Background: an optimization exercise with open tools, aiming at a short achievable clock period and few clock cycles. Do not read the settings as production practice. Only simulation tests tie the RTL to the original design; equivalence was not proved. Power figures rest on the tool's default switching activity, not on a simulated workload.

$ cat design/flow/design.v
module mips(input         clk, reset,
            output [31:0] pc,
            input  [31:0] instr,
            output        memwrite,
            output [31:0] memaddr,
            output [31:0] memwritedata,
            input  [31:0] memreaddata);
  wire        signext, shiftl16, memtoreg, branch;
  wire        pcsrc, zero;
  wire        alusrc, regdst, regwrite, jump;
  wire [2:0]  alucontrol;
  controller c(.op         (instr[31:26]), 
			      .funct      (instr[5:0]), 
					.zero       (zero),
               .signext    (signext), 
               .shiftl16   (shiftl16), 
               .memtoreg   (memtoreg), 
					.memwrite   (memwrite), 
					.pcsrc      (pcsrc),
               .alusrc     (alusrc), 
					.regdst     (regdst), 
					.regwrite   (regwrite), 
					.jump       (jump),
               .alucontrol (alucontrol));
  datapath dp( .clk        (clk), 
			      .reset      (reset), 
					.signext    (signext), 
					.shiftl16   (shiftl16), 
					.memtoreg   (memtoreg), 
					.pcsrc      (pcsrc),
               .alusrc     (alusrc), 
					.regdst     (regdst), 
					.regwrite   (regwrite), 
					.jump       (jump),
               .alucontrol (alucontrol),
               .zero       (zero), 
					.pc         (pc), 
					.instr      (instr),
               .aluout     (memaddr), 
					.writedata  (memwritedata), 
					.readdata   (memreaddata));
endmodule
module controller(input  [5:0] op, funct,
                  input        zero,
                  output       signext,
                  output       shiftl16,
                  output       memtoreg, memwrite,
                  output       pcsrc, alusrc,
                  output       regdst, regwrite,
                  output       jump,
                  output [2:0] alucontrol);
  wire [1:0] aluop;
  wire       branch;
  maindec md( .op    (op), 
			     .signext   (signext), 
			     .shiftl16  (shiftl16), 
			     .memtoreg  (memtoreg), 
				  .memwrite  (memwrite), 
				  .branch    (branch),
              .alusrc    (alusrc), 
				  .regdst    (regdst), 
				  .regwrite  (regwrite), 
				  .jump      (jump),
              .aluop     (aluop));
  aludec  ad( .funct      (funct), 
			     .aluop      (aluop), 
				  .alucontrol (alucontrol));
  assign pcsrc = branch & zero;
endmodule
module maindec(input  [5:0] op,
               output       signext,
               output       shiftl16,
               output       memtoreg, memwrite,
               output       branch, alusrc,
               output       regdst, regwrite,
               output       jump,
               output [1:0] aluop);
  reg [10:0] controls;
  assign {signext, shiftl16, regwrite, regdst, 
			 alusrc, branch, memwrite,
          memtoreg, jump, aluop} = controls;
  always @(*)
    case(op)
      6'b000000: controls <= 11'b00110000011;  
      6'b100011: controls <= 11'b10101001000;  
      6'b101011: controls <= 11'b10001010000;  
      6'b000100: controls <= 11'b10000100001;  
      6'b001000, 
      6'b001001: controls <= 11'b10101000000;  
      6'b001101: controls <= 11'b00101000010;  
      6'b001111: controls <= 11'b01101000000;  
      6'b000010: controls <= 11'b00000000100;  
      default:   controls <= 11'bxxxxxxxxxxx;  
    endcase
endmodule
module aludec(input      [5:0] funct,
              input      [1:0] aluop,
              output reg [2:0] alucontrol);
  always @(*)
    case(aluop)
      2'b00: alucontrol <= 3'b010;   
      2'b01: alucontrol <= 3'b110;   
      2'b10: alucontrol <= 3'b001;   
      default: case(funct)           
          6'b100000,
          6'b100001: alucontrol <= 3'b010;  
          6'b100010,
          6'b100011: alucontrol <= 3'b110;  
          6'b100100: alucontrol <= 3'b000;  
          6'b100101: alucontrol <= 3'b001;  
          6'b101010: alucontrol <= 3'b111;  
          default:   alucontrol <= 3'bxxx;  
        endcase
    endcase
endmodule
module datapath(input         clk, reset,
                input         signext,
                input         shiftl16,
                input         memtoreg, pcsrc,
                input         alusrc, regdst,
                input         regwrite, jump,
                input  [2:0]  alucontrol,
                output        zero,
                output [31:0] pc,
                input  [31:0] instr,
                output [31:0] aluout, writedata,
                input  [31:0] readdata);
  wire [4:0]  writereg;
  wire [31:0] pcnext, pcnextbr, pcplus4, pcbranch;
  wire [31:0] signimm, signimmsh, shiftedimm;
  wire [31:0] srca, srcb;
  wire [31:0] result;
  wire        shift;
  flopr #(32) pcreg (.clk   (clk), 
			            .reset (reset), 
						   .d     (pcnext), 
						   .q     (pc));
  adder       pcadd1 (.a (pc), 
			             .b (32'b100), 
						 	 .y (pcplus4));
  sl2         immsh (.a (signimm), 
			            .y (signimmsh));
  adder       pcadd2 (.a (pcplus4), 
			             .b (signimmsh), 
							 .y (pcbranch));
  mux2 #(32)  pcbrmux(.d0  (pcplus4), 
			             .d1  (pcbranch), 
							 .s   (pcsrc), 
							 .y   (pcnextbr));
  mux2 #(32)  pcmux (.d0   (pcnextbr), 
			            .d1   ({pcplus4[31:28], instr[25:0], 2'b00}), 
                     .s    (jump), 
							.y    (pcnext));
  regfile     rf(.clk     (clk), 
			        .we      (regwrite), 
					  .ra1     (instr[25:21]),
					  .ra2     (instr[20:16]), 
					  .wa      (writereg),
                 .wd      (result), 
					  .rd1     (srca), 
					  .rd2     (writedata));
  mux2 #(5)   wrmux(.d0  (instr[20:16]), 
			           .d1  (instr[15:11]), 
						  .s   (regdst), 
						  .y   (writereg));
  mux2 #(32)  resmux(.d0 (aluout), 
			            .d1 (readdata), 
							.s  (memtoreg), 
							.y  (result));
  sign_zero_ext  sze(.a       (instr[15:0]), 
			            .signext (signext),
			            .y       (signimm[31:0]));
  shift_left_16 sl16(.a         (signimm[31:0]), 
			            .shiftl16  (shiftl16),
			            .y         (shiftedimm[31:0]));
  mux2 #(32)  srcbmux(.d0 (writedata), 
			             .d1 (shiftedimm[31:0]), 
							 .s  (alusrc), 
							 .y  (srcb));
  alu         alu( .a       (srca), 
			          .b       (srcb), 
						 .alucont (alucontrol),
						 .result  (aluout), 
						 .zero    (zero));
endmodule
module regfile(input         clk, 
               input         we, 
               input  [4:0]  ra1, ra2, wa, 
               input  [31:0] wd, 
               output [31:0] rd1, rd2);
  reg [31:0] rf[31:0];
  always @(posedge clk)
    if (we) rf[wa] <= wd;	
  assign rd1 = (ra1 != 0) ? rf[ra1] : 0;
  assign rd2 = (ra2 != 0) ? rf[ra2] : 0;
endmodule
module alu(input      [31:0] a, b, 
           input      [2:0]  alucont, 
           output reg [31:0] result,
           output            zero);
  wire [31:0] b2, sum, slt;
  assign b2 = alucont[2] ? ~b:b; 
  assign sum = a + b2 + alucont[2];
  assign slt = sum[31];
  always@(*)
    case(alucont[1:0])
      2'b00: result <= a & b;
      2'b01: result <= a | b;
      2'b10: result <= sum;
      2'b11: result <= slt;
    endcase
  assign zero = (result == 32'b0);
endmodule
module adder(input [31:0] a, b,
             output [31:0] y);
  assign y = a + b;
endmodule
module sl2(input  [31:0] a,
           output [31:0] y);
  assign y = {a[29:0], 2'b00};
endmodule
module sign_zero_ext(input      [15:0] a,
                     input             signext,
                     output reg [31:0] y);
   always @(*)
	begin
	   if (signext)  y <= {{16{a[15]}}, a[15:0]};
	   else          y <= {16'b0, a[15:0]};
	end
endmodule
module shift_left_16(input      [31:0] a,
		               input         shiftl16,
                     output reg [31:0] y);
   always @(*)
	begin
	   if (shiftl16) y = {a[15:0],16'b0};
	   else          y = a[31:0];
	end
endmodule
module flopr #(parameter WIDTH = 8)
              (input                  clk, reset,
               input      [WIDTH-1:0] d, 
               output reg [WIDTH-1:0] q);
  always @(posedge clk, posedge reset)
    if (reset) q <= 0;
    else       q <= d;
endmodule
module flopenr #(parameter WIDTH = 8)
                (input                  clk, reset,
                 input                  en,
                 input      [WIDTH-1:0] d, 
                 output reg [WIDTH-1:0] q);
  always @(posedge clk, posedge reset)
    if      (reset) q <= 0;
    else if (en)    q <= d;
endmodule
module mux2 #(parameter WIDTH = 8)
             (input  [WIDTH-1:0] d0, d1, 
              input              s, 
              output [WIDTH-1:0] y);
  assign y = s ? d1 : d0; 
endmodule
$ cat design/flow/run.sh
#!/bin/bash
# synth_recipe.tcl (not shown) runs the flow's synth.tcl, then flattens the netlist and writes it again
# the make line also repeats each setting of config.mk as NAME=value (left out here)
make -C /OpenROAD-flow-scripts/flow DESIGN_CONFIG=/design/flow/config.mk WORK_HOME=/design/flow/orfs CLKGATE_MAP_FILE= SYNTH_SCRIPT=/design/flow/synth_recipe.tcl finish
$ cat design/flow/config.mk
export PLATFORM = sky130hd
export DESIGN_NAME = mips
export DESIGN_NICKNAME = mips
export VERILOG_FILES = /design/flow/design.v
export SDC_FILE = /design/flow/constraint.sdc
export NUM_CORES = 4
export LEC_CHECK = 0
export CAP_MARGIN = 20
export CORE_MARGIN = 2
export CORE_UTILIZATION = 40
export SLEW_MARGIN = 20
$ cat design/flow/constraint.sdc
create_clock -name core_clock -period 10.5 [get_ports {clk}]
set_input_delay 2.1000 -clock core_clock [delete_from_list [all_inputs] [get_ports {clk}]]
set_output_delay 2.1000 -clock core_clock [all_outputs]
set_load 0.01 [all_outputs]
==> run notes <==
[stage by stage]
stage          std cells  worst slack, ps
6_report            5601            233.7
5_1_grt             5598            32.76
3_3_place_gp        5391            272.5
2_1_floorplan       3435            280.0
4_1_cts             5597            226.9
3_5_place_dp        5392            253.0
[logic make-up (layout without fill, tap and decap cells)]
logic type                 Yosys count  count (layout)  share of synthesized area (%)
adders and majority gates           81              81                          1.782
xor gates and xnor gates           105             105                          1.695
DFF                               1054            1054                          57.22
muxes                              732             732                          24.51
buffers and inverters              299             667                          2.507
other                                1               6                       0.006811
AOI/OAI and AO/OA                  549             549                          6.925
and+or+nand+nor                    613             613                          5.363
[placed cells by master, fill, tap and decap left out, types with 73 or more instances in the layout]
cell                                 n
sky130_fd_sc_hd__a21oi_1           109
sky130_fd_sc_hd__buf_4             232
sky130_fd_sc_hd__clkbuf_16         114
sky130_fd_sc_hd__clkdlybuf4s50_1   150
sky130_fd_sc_hd__edfxtp_1         1024
sky130_fd_sc_hd__mux2i_1           188
sky130_fd_sc_hd__mux4_2            486
sky130_fd_sc_hd__nand2_1           144
sky130_fd_sc_hd__nor2_1            157
sky130_fd_sc_hd__nor3_1             73
sky130_fd_sc_hd__o21ai_0            83
[sequential cells by signal, indices dropped and copies added, names as in the netlist]
register / cells
dp.rf.rf: 1024
dp.pcreg.q: 30
[power by group through the flow]
stage                     Sequential [mW]  Combinational (mW)  Clock (mW)
after floorplan                      5.75                1.89           0
after global placement               5.76                3.40           0
after detailed placement             5.77                3.42           0
after CTS                            5.68                3.44        4.16
after global routing                 5.71                3.71        4.32
final                                5.69                3.50        4.11
[Yosys cell counts, types with 57 or more instances]
master                     count  area (µm²)
sky130_fd_sc_hd__mux2_2       57       641.9
sky130_fd_sc_hd__mux4_2      486       10950
sky130_fd_sc_hd__nor2_1      190       713.2
sky130_fd_sc_hd__ha_1         60       750.7
sky130_fd_sc_hd__o21ai_0      85       425.4
sky130_fd_sc_hd__mux2i_1     188        1882
sky130_fd_sc_hd__nor3_1       75       375.4
sky130_fd_sc_hd__edfxtp_1   1024       30750
sky130_fd_sc_hd__nand2_1     145       544.3
sky130_fd_sc_hd__xnor2_1      72       630.6
sky130_fd_sc_hd__a21oi_1     112       560.5
sky130_fd_sc_hd__clkbuf_1    126       473.0
sky130_fd_sc_hd__buf_2        62       310.3
[path summary, 6_finish.rpt]
kind,slack [ps],cells past startpoint,to,from
min,610,2,dp.pcreg.q[31],dp.pcreg.q[31]
min in group asynchronous,1750,3,dp.pcreg.q[7],reset
max reg2reg,2900,24,dp.pcreg.q[3],dp.rf.rf[23][1]
max,230,20,memaddr[30],instr[21]
min reg2reg,610,2,dp.pcreg.q[31],dp.pcreg.q[31]
max in group asynchronous,8430,3,dp.pcreg.q[18],reset
[critical path, stage by stage]
cell,delay (ps)
sky130_fd_sc_hd__buf_8,380
sky130_fd_sc_hd__mux4_2,620
sky130_fd_sc_hd__mux2i_1,210
sky130_fd_sc_hd__nor2_1,80
sky130_fd_sc_hd__o21ai_0,610
sky130_fd_sc_hd__or2_2,280
sky130_fd_sc_hd__inv_1,80
sky130_fd_sc_hd__fa_1,420
sky130_fd_sc_hd__a211oi_1,300
sky130_fd_sc_hd__o211ai_1,180
sky130_fd_sc_hd__a221oi_1,440
sky130_fd_sc_hd__a21oi_1,200
sky130_fd_sc_hd__o21ai_0,370
sky130_fd_sc_hd__nand2_1,130
sky130_fd_sc_hd__a221o_1,360
sky130_fd_sc_hd__a41oi_1,260
sky130_fd_sc_hd__xnor2_1,80
sky130_fd_sc_hd__o21ai_0,160
sky130_fd_sc_hd__buf_4,180
sky130_fd_sc_hd__clkdlybuf4s50_1,550
[layout make-up]
class                   instances  area (µm²)
multi-input cells            2082       22560
clock buffers                 124        2890
clock inverters                81       892.1
fillers                     11700       72850
well taps                    1794        2245
diodes                          4       10.01
flip-flops and latches       1054       31500
inverters                      47       181.4
repair buffers                415        3854
[what timing repair did]
item,in CTS,in global routing
gates resized for setup,0,3
setup endpoints to repair,0,2
buffers inserted,0,0
[routing by layer]
metal / track usage [%] / routed length [µm] / vias up
met2: 41.44 / 87080 / 2288
met4: 10.89 / 8877 / 6
met1: 39.20 / 78830 / 19320
li1: - / - / 14810
met3: 6.393 / 22030 / 390
met5: 0 / 37 / -
==> results by group <==
Status
  • Outcome: no timing/DRC/antenna violations

Power and ir drop
  • Total net switching power: 4.083 mW
  • Static leakage power: 21.44 nW
  • Fraction of power spent switching nets: 30.70%
  • Proportion of power drawn by the clock network: 30.9%
  • Post-layout power: between 10 and 15 mW
  • Worst VDD drop: 0.0001910 V
  • Sequential Power Share: 42.8%
  • P per Cell Area: 207.4 nW/µm²
  • Internal portion of total power: 9.216 mW
  • Combinational power share: a little over a quarter

Timing
  • Sum of negative setup slack: 0 ps
  • Number of failing hold endpoints at the final stage: 0
  • Peak Freq: 97.41 MHz
  • Min Clock Period, post-route: 10270 ps
  • Setup violators final: 0
  • Period Utilization, post-route: 97.77%
  • Final Max Slew Viols: 0
  • Least-Margin Pin Slew: 1252 ps
  • Setup repair after global routing missed its margin: no
  • Skew final: between 30 and 40 ps
  • Normalized max-slew margin: 16.54%
  • Worst hold-check slack: between 600 and 700 ps

Setup path
  • Max FO, Critical Path: 40
  • Arrival time of data at the critical path endpoint: between 8000 and 9000 ps
  • Category of the worst setup path launch point: input port
  • Critical Path RT: around 8400 ps
  • Kind of end point of the critical path: output port
  • WS Path Type: in -> out

Cells and area
  • Final core utilization: ~47%
  • Finished Cell Area: 64130 µm²
  • Post-layout net count: ~3800
  • Share of final-layout standard cells stronger than drive strength 1: 27.77%
  • Area growth from synthesis to layout: 16.49%

CTS
  • Cts hold-fix bufs: 0
  • Maximum buffer depth of the clock tree: 3
  • # H-tree levels: 3
  • CTS tree: yes
  • Clock root buffer: sky130_fd_sc_hd__clkbuf_16
  • Clock sinks: about 1100
  • Clock transition at the register clock pins on the worst setup and hold paths after CTS: 50 ps
  • Insertion delay to the later sink of the worst-skew pair: 760 ps
  • Num CTS Buffers: 112

Floorplanning
  • Horizontal extent of the die: roughly 370 µm
  • Number of rows created at floorplan: 136
  • Number of I/O pins: 163
  • Vertical die dimension: 375.0 µm
  • Die Outline Area: 140600 µm²
  • Effective utilization at floorplan: 40.19%
  • Area of the core: 137000 µm²

Flow run
  • Number of violations of the max-capacitance limit: 0

Placed design
  • Count of buffers from port buffering: 160
  • Half-perimeter wire length after detailed placement: 125200 µm
  • Area of placed instances: 60320 µm²
  • Final Wtd Congestion: 0.9705

Synthesis
  • Synthesized area: 55060 µm²
  • Unique masters post-synth: 95
  • Share of synthesized flip-flops with an asynchronous set or reset: 2.846%
  • Proportion of synthesized chip area in sequential cells: 57.22%
  • Top FF cell, synth: sky130_fd_sc_hd__edfxtp_1
  • Ys Warns: 7
  • Syn avg cell area: approximately 16 µm²
  • Flip-flop and latch count after synthesis: between 1000 and 1500
  • Number of enable flip-flop cells after synthesis: slightly above 1000
  • Number of cells produced by synthesis: 3434

Routing
  • Sum of routed wire length over all layers: 196900 µm
  • Initial DRC Count: roughly 4700
  • Number of detailed-route iterations in the first pass: 6
  • Routed wire length per instance: about 35 µm
  • Average vias per placed instance: 6.571
  • DRC violations left: 0
  • Via total after detailed routing: 36810
  • Remaining number of nets flagged by the antenna check after routing: 0

Global route
  • Wire length of the first global-routing pass: 273600 µm
  • Vias in the first global route: 35750
  • Initial antenna violation count: 8
  • Maximum number of pins on one net before global-route repair: 70
  • Gr usage total: 27.68%
  • Total overflow reported by the global router: 0

Min path
  • Hold Crit Class: reg -> reg
Testbench counts, summed over its fixed seeds: cycles 29,408.

==> port drivers added, routing unchanged <==
The results above use ideal ports. As a check the final layout listed here was re-extracted and re-timed, cells and wires unchanged.
Step 1 sets driving cells, clkbuf_16 on the clock port and buf_2 on the other inputs (assumed; they add their load-dependent delay and slew).
Step 2, shift: input delay + t, output delay - t, t = (earliest + latest rising clock arrival at the registers) / 2. This alone moves slack from input paths to output paths.
Three values: ideal, step 1, step 2; two values: the first two.
t, ns: 0.818
slack for setup (ns): 0.234 / 0.173 / 0.173
worst register clock-pin slew, ns: 0.07 / 0.07
worst slew at a driven data input, ns: 0.15
After both steps setup and hold are still met in this run. For this run, drivers alone change the setup slack by -0.061 ns; drivers and shift together by -0.061 ns.
